This is an optimization exercise on Yosys and OpenROAD, whose aim is small area, not a production implementation. The RTL was checked by simulation tests, not by an equivalence proof against the original design. The clock port is modelled as an ideal driver; clocking choices that lean on that would not hold on a real chip. Power and IR drop assume default switching activity.

==> flow/design.v <==
module MainLogic(
    clk_50M,rst,clear,start,stop,CounterFlag,ErrorFlag,LED,LED_InRuning,ScanCnt,MsTick
);
input clk_50M,rst,clear,start,stop;
output reg [1:0]CounterFlag;
output reg ErrorFlag;
output wire LED;
output reg LED_InRuning;
output wire [4:0]ScanCnt;
output wire MsTick;
localparam [13:0] HP_FIRST = 14'd3125;    
reg [4:0]Lo;
reg [13:0]Hp;
reg [4:0]Q;
wire hp_last = Hp[13] & Hp[10] & Hp[7] & Hp[4] & Hp[3] & Hp[2] & Hp[1];
wire hp_wrap = Hp[13] & Hp[9] & Hp[8] & Hp[7] & Hp[6] & Hp[5] & Hp[3] & Hp[2]
             & ~Hp[4] & ~Hp[1] & ~Hp[0];
wire q_last = Q[4] & ~Q[3] & ~Q[1] & ~Q[0];
reg [18:0]RandomNum;
reg clear_temp,start_temp,stop_temp;
reg [21:0]counter;
reg [2:0]MsLo;
wire [5:0]ms = {counter[21:19], MsLo};
assign MsTick = ms[5] & ms[2] & ms[1] & ms[0];
wire [5:0]ms_next = MsTick ? 6'd0 : {ms[4:0], ~(ms[5] ^ ms[0])};
assign LED = CounterFlag[1];
assign ScanCnt = Lo;
wire clear_e = clear & ~clear_temp;
wire start_e = start & ~start_temp;
wire stop_e  = stop & ~stop_temp;
wire drawn = |RandomNum[18:16];
wire idle  = ~CounterFlag[1] & ~CounterFlag[0];
wire run   = CounterFlag[1];
wire stopped = CounterFlag[0];
wire hit   = (counter == {3'b000, RandomNum});
wire early = (counter < {3'b000, RandomNum});
always @(posedge clk_50M) begin
    if (rst) begin
        Lo <= 5'd0;
        Hp <= HP_FIRST;
        Q <= 5'd0;
    end else begin
        Lo <= Lo + 5'd1;
        if (&Lo) begin
            if (q_last && hp_wrap) begin
                Hp <= HP_FIRST;
                Q <= 5'd0;
            end else if (hp_last) begin
                Hp <= HP_FIRST;
                Q <= {Q[3:0], ~(Q[4] ^ Q[0])};
            end else begin
                Hp <= Hp + 14'd1;
            end
        end
    end
end
always @(posedge clk_50M) begin
    MsLo <= run ? ms_next[2:0] : 3'd0;
end
always @(posedge clk_50M) begin
    if (start_e)
        RandomNum[15:0] <= {Hp[10:0], Lo};
end
always @(posedge clk_50M) begin
    if (rst) begin
        clear_temp <= 1'b0;
        start_temp <= 1'b0;
        stop_temp <= 1'b0;
        CounterFlag <= 2'b00;
        ErrorFlag <= 1'b0;
        LED_InRuning <= 1'b0;
        counter <= 22'b0;
        RandomNum[18:16] <= 3'b0;
    end else begin
        if (clear_e) begin
            CounterFlag <= 2'b00;
            ErrorFlag <= 1'b0;
            LED_InRuning <= 1'b0;
            counter <= 22'b0;
            RandomNum[18:16] <= 3'b0;
        end
        if (start_e) begin
            LED_InRuning <= 1'b1;
            RandomNum[18:16] <= Hp[13:11];
        end
        if (stop_e) begin
            CounterFlag <= 2'b01;
            LED_InRuning <= 1'b0;
        end
        if (drawn && idle) begin
            if (hit)
                CounterFlag <= 2'b10;
            else
                counter <= counter + 22'd1;
        end else if (drawn && stopped) begin
            ErrorFlag <= early;
        end
        if (run)
            counter[21:19] <= (stop_e | clear_e) ? 3'b000 : ms_next[5:3];
        clear_temp <= clear;
        start_temp <= start;
        stop_temp <= stop;
    end
end
endmodule
module Counter(
    clk_50M,rst,CounterFlag,MsTick,CounterOut
);
input clk_50M,rst;
input [1:0]CounterFlag;
input MsTick;
output reg [11:0]CounterOut;
wire run = CounterFlag[1];
wire idle = ~CounterFlag[1] & ~CounterFlag[0];
wire tick = MsTick;
wire nine0 = CounterOut[3] & CounterOut[0];
wire nine1 = CounterOut[7] & CounterOut[4];
wire nine2 = CounterOut[11] & CounterOut[8];
always @(posedge clk_50M) begin
    if (rst || idle) begin
        CounterOut <= 12'b0;
    end else if (run && tick && !(nine0 && nine1 && nine2)) begin
        if (!nine0) begin
            CounterOut[3:0] <= CounterOut[3:0] + 4'd1;
        end else begin
            CounterOut[3:0] <= 4'd0;
            if (!nine1) begin
                CounterOut[7:4] <= CounterOut[7:4] + 4'd1;
            end else begin
                CounterOut[7:4] <= 4'd0;
                CounterOut[11:8] <= CounterOut[11:8] + 4'd1;
            end
        end
    end
end
endmodule
module DynamicScanTubes(clk_50M, rst, DataIn, ErrorFlag, ScanCnt, DIG, codeout);
    input clk_50M;
    input rst;
    input ErrorFlag;      
    input [11:0] DataIn;  
    input [4:0] ScanCnt;  
    output wire [7:0] DIG;
    output wire [6:0] codeout;
    reg [1:0] SEL;
    always @(posedge clk_50M) begin
        if (rst)
            SEL <= 2'b00;
        else if (ScanCnt == 5'd15)
            SEL <= {SEL[0], ~SEL[1] & ~SEL[0]};
    end
    wire [3:0] Y = SEL[1] ? DataIn[11:8] : (SEL[0] ? DataIn[7:4] : DataIn[3:0]);
    wire A = Y[3], B = Y[2], C = Y[1], D = Y[0];
    wire sa = A | C | (B & D) | (~B & ~D);
    wire sb = ~B | (~C & ~D) | (C & D);
    wire sc = B | ~C | D;
    wire sd = A | (~B & ~D) | (C & ~D) | (B & ~C & D) | (~B & C);
    wire se = (~B & ~D) | (C & ~D);
    wire sf = A | (~C & ~D) | (B & ~C) | (B & ~D);
    wire sg = A | (B & ~C) | (~B & C) | (C & ~D);
    assign codeout = ErrorFlag ? 7'b1111001 : {sg, sf, se, sd, sc, sb, sa};
    assign DIG = {5'b00000, SEL[1], SEL[0], ~SEL[1] & ~SEL[0]};
endmodule
module FinalDesign (
    clk_50M,rst,clear,start,stop,DIG,codeout,LED,LED_InRuning
);
input clk_50M,rst,clear,start,stop;
output wire[7:0] DIG;
output wire[6:0] codeout;
output wire LED;
output wire LED_InRuning;
wire [11:0]CounterOut_wire;
wire [1:0]CounterFlag_wire;
wire ErrorFlag_wire;
wire [4:0]ScanCnt_wire;
wire MsTick_wire;
MainLogic ML(
    .clk_50M(clk_50M),
    .rst(rst),
    .clear(clear),
    .start(start),
    .stop(stop),
    .CounterFlag(CounterFlag_wire),
    .ErrorFlag(ErrorFlag_wire),
    .LED(LED),
    .LED_InRuning(LED_InRuning),
    .ScanCnt(ScanCnt_wire),
    .MsTick(MsTick_wire)
);
Counter C(
    .clk_50M(clk_50M),
    .rst(rst),
    .CounterFlag(CounterFlag_wire),
    .MsTick(MsTick_wire),
    .CounterOut(CounterOut_wire)
);
DynamicScanTubes DST(
    .clk_50M(clk_50M),
    .rst(rst),
    .DataIn(CounterOut_wire),
    .ErrorFlag(ErrorFlag_wire),
    .ScanCnt(ScanCnt_wire),
    .DIG(DIG),
    .codeout(codeout)
);
endmodule
clock: 25.0 ns
lec_check: 0
cap_margin: 0
core_margin: 2
core_utilization: 60
gpl_timing_driven: 0
place_density: 0.75
slew_margin: 0
standard.sh (not shown) runs the stock make flow with config.mk's settings and CLKGATE_MAP_FILE= SYNTH_SCRIPT=/design/flow/synth_recipe.tcl, a recipe that flattens the netlist after the stock synthesis.
==> flow/flow/run.sh <==
#!/bin/bash
# The standard ORFS layout (standard.sh), with these changes:
# - synthesis maps logic with an area-oriented ABC script (deepsyn, 30 s, then
#   rounds of dch + nf) and without ORFS's
#   half/full-adder cells (registers are mapped as in the standard synthesis)
# - port buffers are buf_1
# - the clock tree uses clkbuf_8 and no dummy loads; after CTS its buffers are
#   downsized while the flip-flop clock-pin slew stays under 115 ps (estimate)
# - one tie cell drives all the constant outputs
# Each tool's output goes to the ORFS logs under orfs/logs; make's output to standard.log.
set -euo pipefail
here=$(pwd)
export MY_ABC_SCRIPT=$here/flow/area.abc
export CLK_SLEW_TARGET_PS=115
bash standard.sh \
  SYNTH_SCRIPT=$here/flow/synth.tcl \
  ADDER_MAP_FILE= \
  REMOVE_ABC_BUFFERS=1 \
  SKIP_REPAIR_TIE_FANOUT=1 \
  BUFFER_PORTS_ARGS="-buffer_cell sky130_fd_sc_hd__buf_1" \
  CTS_ARGS="-sink_clustering_enable -repair_clock_nets -dont_use_dummy_load -buf_list sky130_fd_sc_hd__clkbuf_8" \
  POST_CTS_TCL=$here/flow/post_cts.tcl \
  finish > standard.log 2>&1
Other scripts of this flow, unchanged in this note and not shown: flow/flow/area.abc, flow/flow/post_cts.tcl, flow/flow/synth.tcl
The starting point completed without violations.
Edit:
--- a/flow/design.v
+++ b/flow/design.v
@@ -1,4 +1,4 @@
 module MainLogic(
-    clk_50M,rst,clear,start,stop,CounterFlag,ErrorFlag,LED,LED_InRuning,ScanCnt,MsTick
+    clk_50M,rst,clear,start,stop,CounterFlag,ErrorFlag,LED,LED_InRuning,ScanCnt
 );
 input clk_50M,rst,clear,start,stop;
@@ -8,5 +8,4 @@
 output reg LED_InRuning;
 output wire [4:0]ScanCnt;
-output wire MsTick;
 localparam [13:0] HP_FIRST = 14'd3125;    
 reg [4:0]Lo;
@@ -20,8 +19,4 @@
 reg clear_temp,start_temp,stop_temp;
 reg [21:0]counter;
-reg [2:0]MsLo;
-wire [5:0]ms = {counter[21:19], MsLo};
-assign MsTick = ms[5] & ms[2] & ms[1] & ms[0];
-wire [5:0]ms_next = MsTick ? 6'd0 : {ms[4:0], ~(ms[5] ^ ms[0])};
 assign LED = CounterFlag[1];
 assign ScanCnt = Lo;
@@ -31,5 +26,4 @@
 wire drawn = |RandomNum[18:16];
 wire idle  = ~CounterFlag[1] & ~CounterFlag[0];
-wire run   = CounterFlag[1];
 wire stopped = CounterFlag[0];
 wire hit   = (counter == {3'b000, RandomNum});
@@ -54,7 +48,4 @@
         end
     end
-end
-always @(posedge clk_50M) begin
-    MsLo <= run ? ms_next[2:0] : 3'd0;
 end
 always @(posedge clk_50M) begin
@@ -96,6 +87,4 @@
             ErrorFlag <= early;
         end
-        if (run)
-            counter[21:19] <= (stop_e | clear_e) ? 3'b000 : ms_next[5:3];
         clear_temp <= clear;
         start_temp <= start;
@@ -105,16 +94,22 @@
 endmodule
 module Counter(
-    clk_50M,rst,CounterFlag,MsTick,CounterOut
+    clk_50M,rst,CounterFlag,CounterOut
 );
 input clk_50M,rst;
 input [1:0]CounterFlag;
-input MsTick;
 output reg [11:0]CounterOut;
+reg [5:0]counter;
 wire run = CounterFlag[1];
 wire idle = ~CounterFlag[1] & ~CounterFlag[0];
-wire tick = MsTick;
+wire tick = counter[5] & counter[2] & counter[1] & counter[0];
 wire nine0 = CounterOut[3] & CounterOut[0];
 wire nine1 = CounterOut[7] & CounterOut[4];
 wire nine2 = CounterOut[11] & CounterOut[8];
+always @(posedge clk_50M) begin
+    if (run)
+        counter <= tick ? 6'd0 : {counter[4:0], ~(counter[5] ^ counter[0])};
+    else
+        counter <= 6'd0;
+end
 always @(posedge clk_50M) begin
     if (rst || idle) begin
@@ -174,5 +169,4 @@
 wire ErrorFlag_wire;
 wire [4:0]ScanCnt_wire;
-wire MsTick_wire;
 MainLogic ML(
     .clk_50M(clk_50M),
@@ -185,6 +179,5 @@
     .LED(LED),
     .LED_InRuning(LED_InRuning),
-    .ScanCnt(ScanCnt_wire),
-    .MsTick(MsTick_wire)
+    .ScanCnt(ScanCnt_wire)
 );
 Counter C(
@@ -192,5 +185,4 @@
     .rst(rst),
     .CounterFlag(CounterFlag_wire),
-    .MsTick(MsTick_wire),
     .CounterOut(CounterOut_wire)
 );
After rerunning: Total power came out higher by 7.5%. Die area came out higher by 1.4%. Sequential power came out higher by about 5%. Sequential share of layout area came out higher by 0.59 points. Synthesized area came out higher by 1.4%. Worst setup slack degrades by 0.066 ns. Core utilization came out higher by 0.85 points. Global-route usage came out lower by 1.5 points. Final cell count came out higher by about 2%. Critical path depth came out higher by 5. Routed wire length came out lower by about 3%. Via count came out lower by about 1.2%. Combinational power came out higher by 24%. Clock power came out higher by 12%.

what the ideal ports hide:
No port has a modelled driver above. Below, the same layouts with a new extraction and two added sets of constraints. Step 1: set_driving_cell puts a clkbuf_16 on clk_50M and a buf_2 on each other input, an assumption about the parent block. Step 2 adds t to the input delays and takes it off the output delays; t is the mean of the earliest and latest rising clock arrival at the registers after step 1. Input paths then give back, and output paths get back, about the clock's delay inside the block. a / b / c = ideal / step 1 / step 2; a / b = the first two.
| run | t (ns) | setup WS [ns] | worst setup path at the end | slew at the worst register clock pin (ns) | worst slew at a driven data input, ns |
|---|---|---|---|---|---|
| the first run | 0.516 | 17.409 / 17.383 / 17.682 | input to register | 0.12 / 0.12 | 0.03 |
| the second run | 0.380 | 17.343 / 17.313 / 17.692 | register to output | 0.11 / 0.11 | 0.03 |
After both steps every run listed still meets setup and hold.
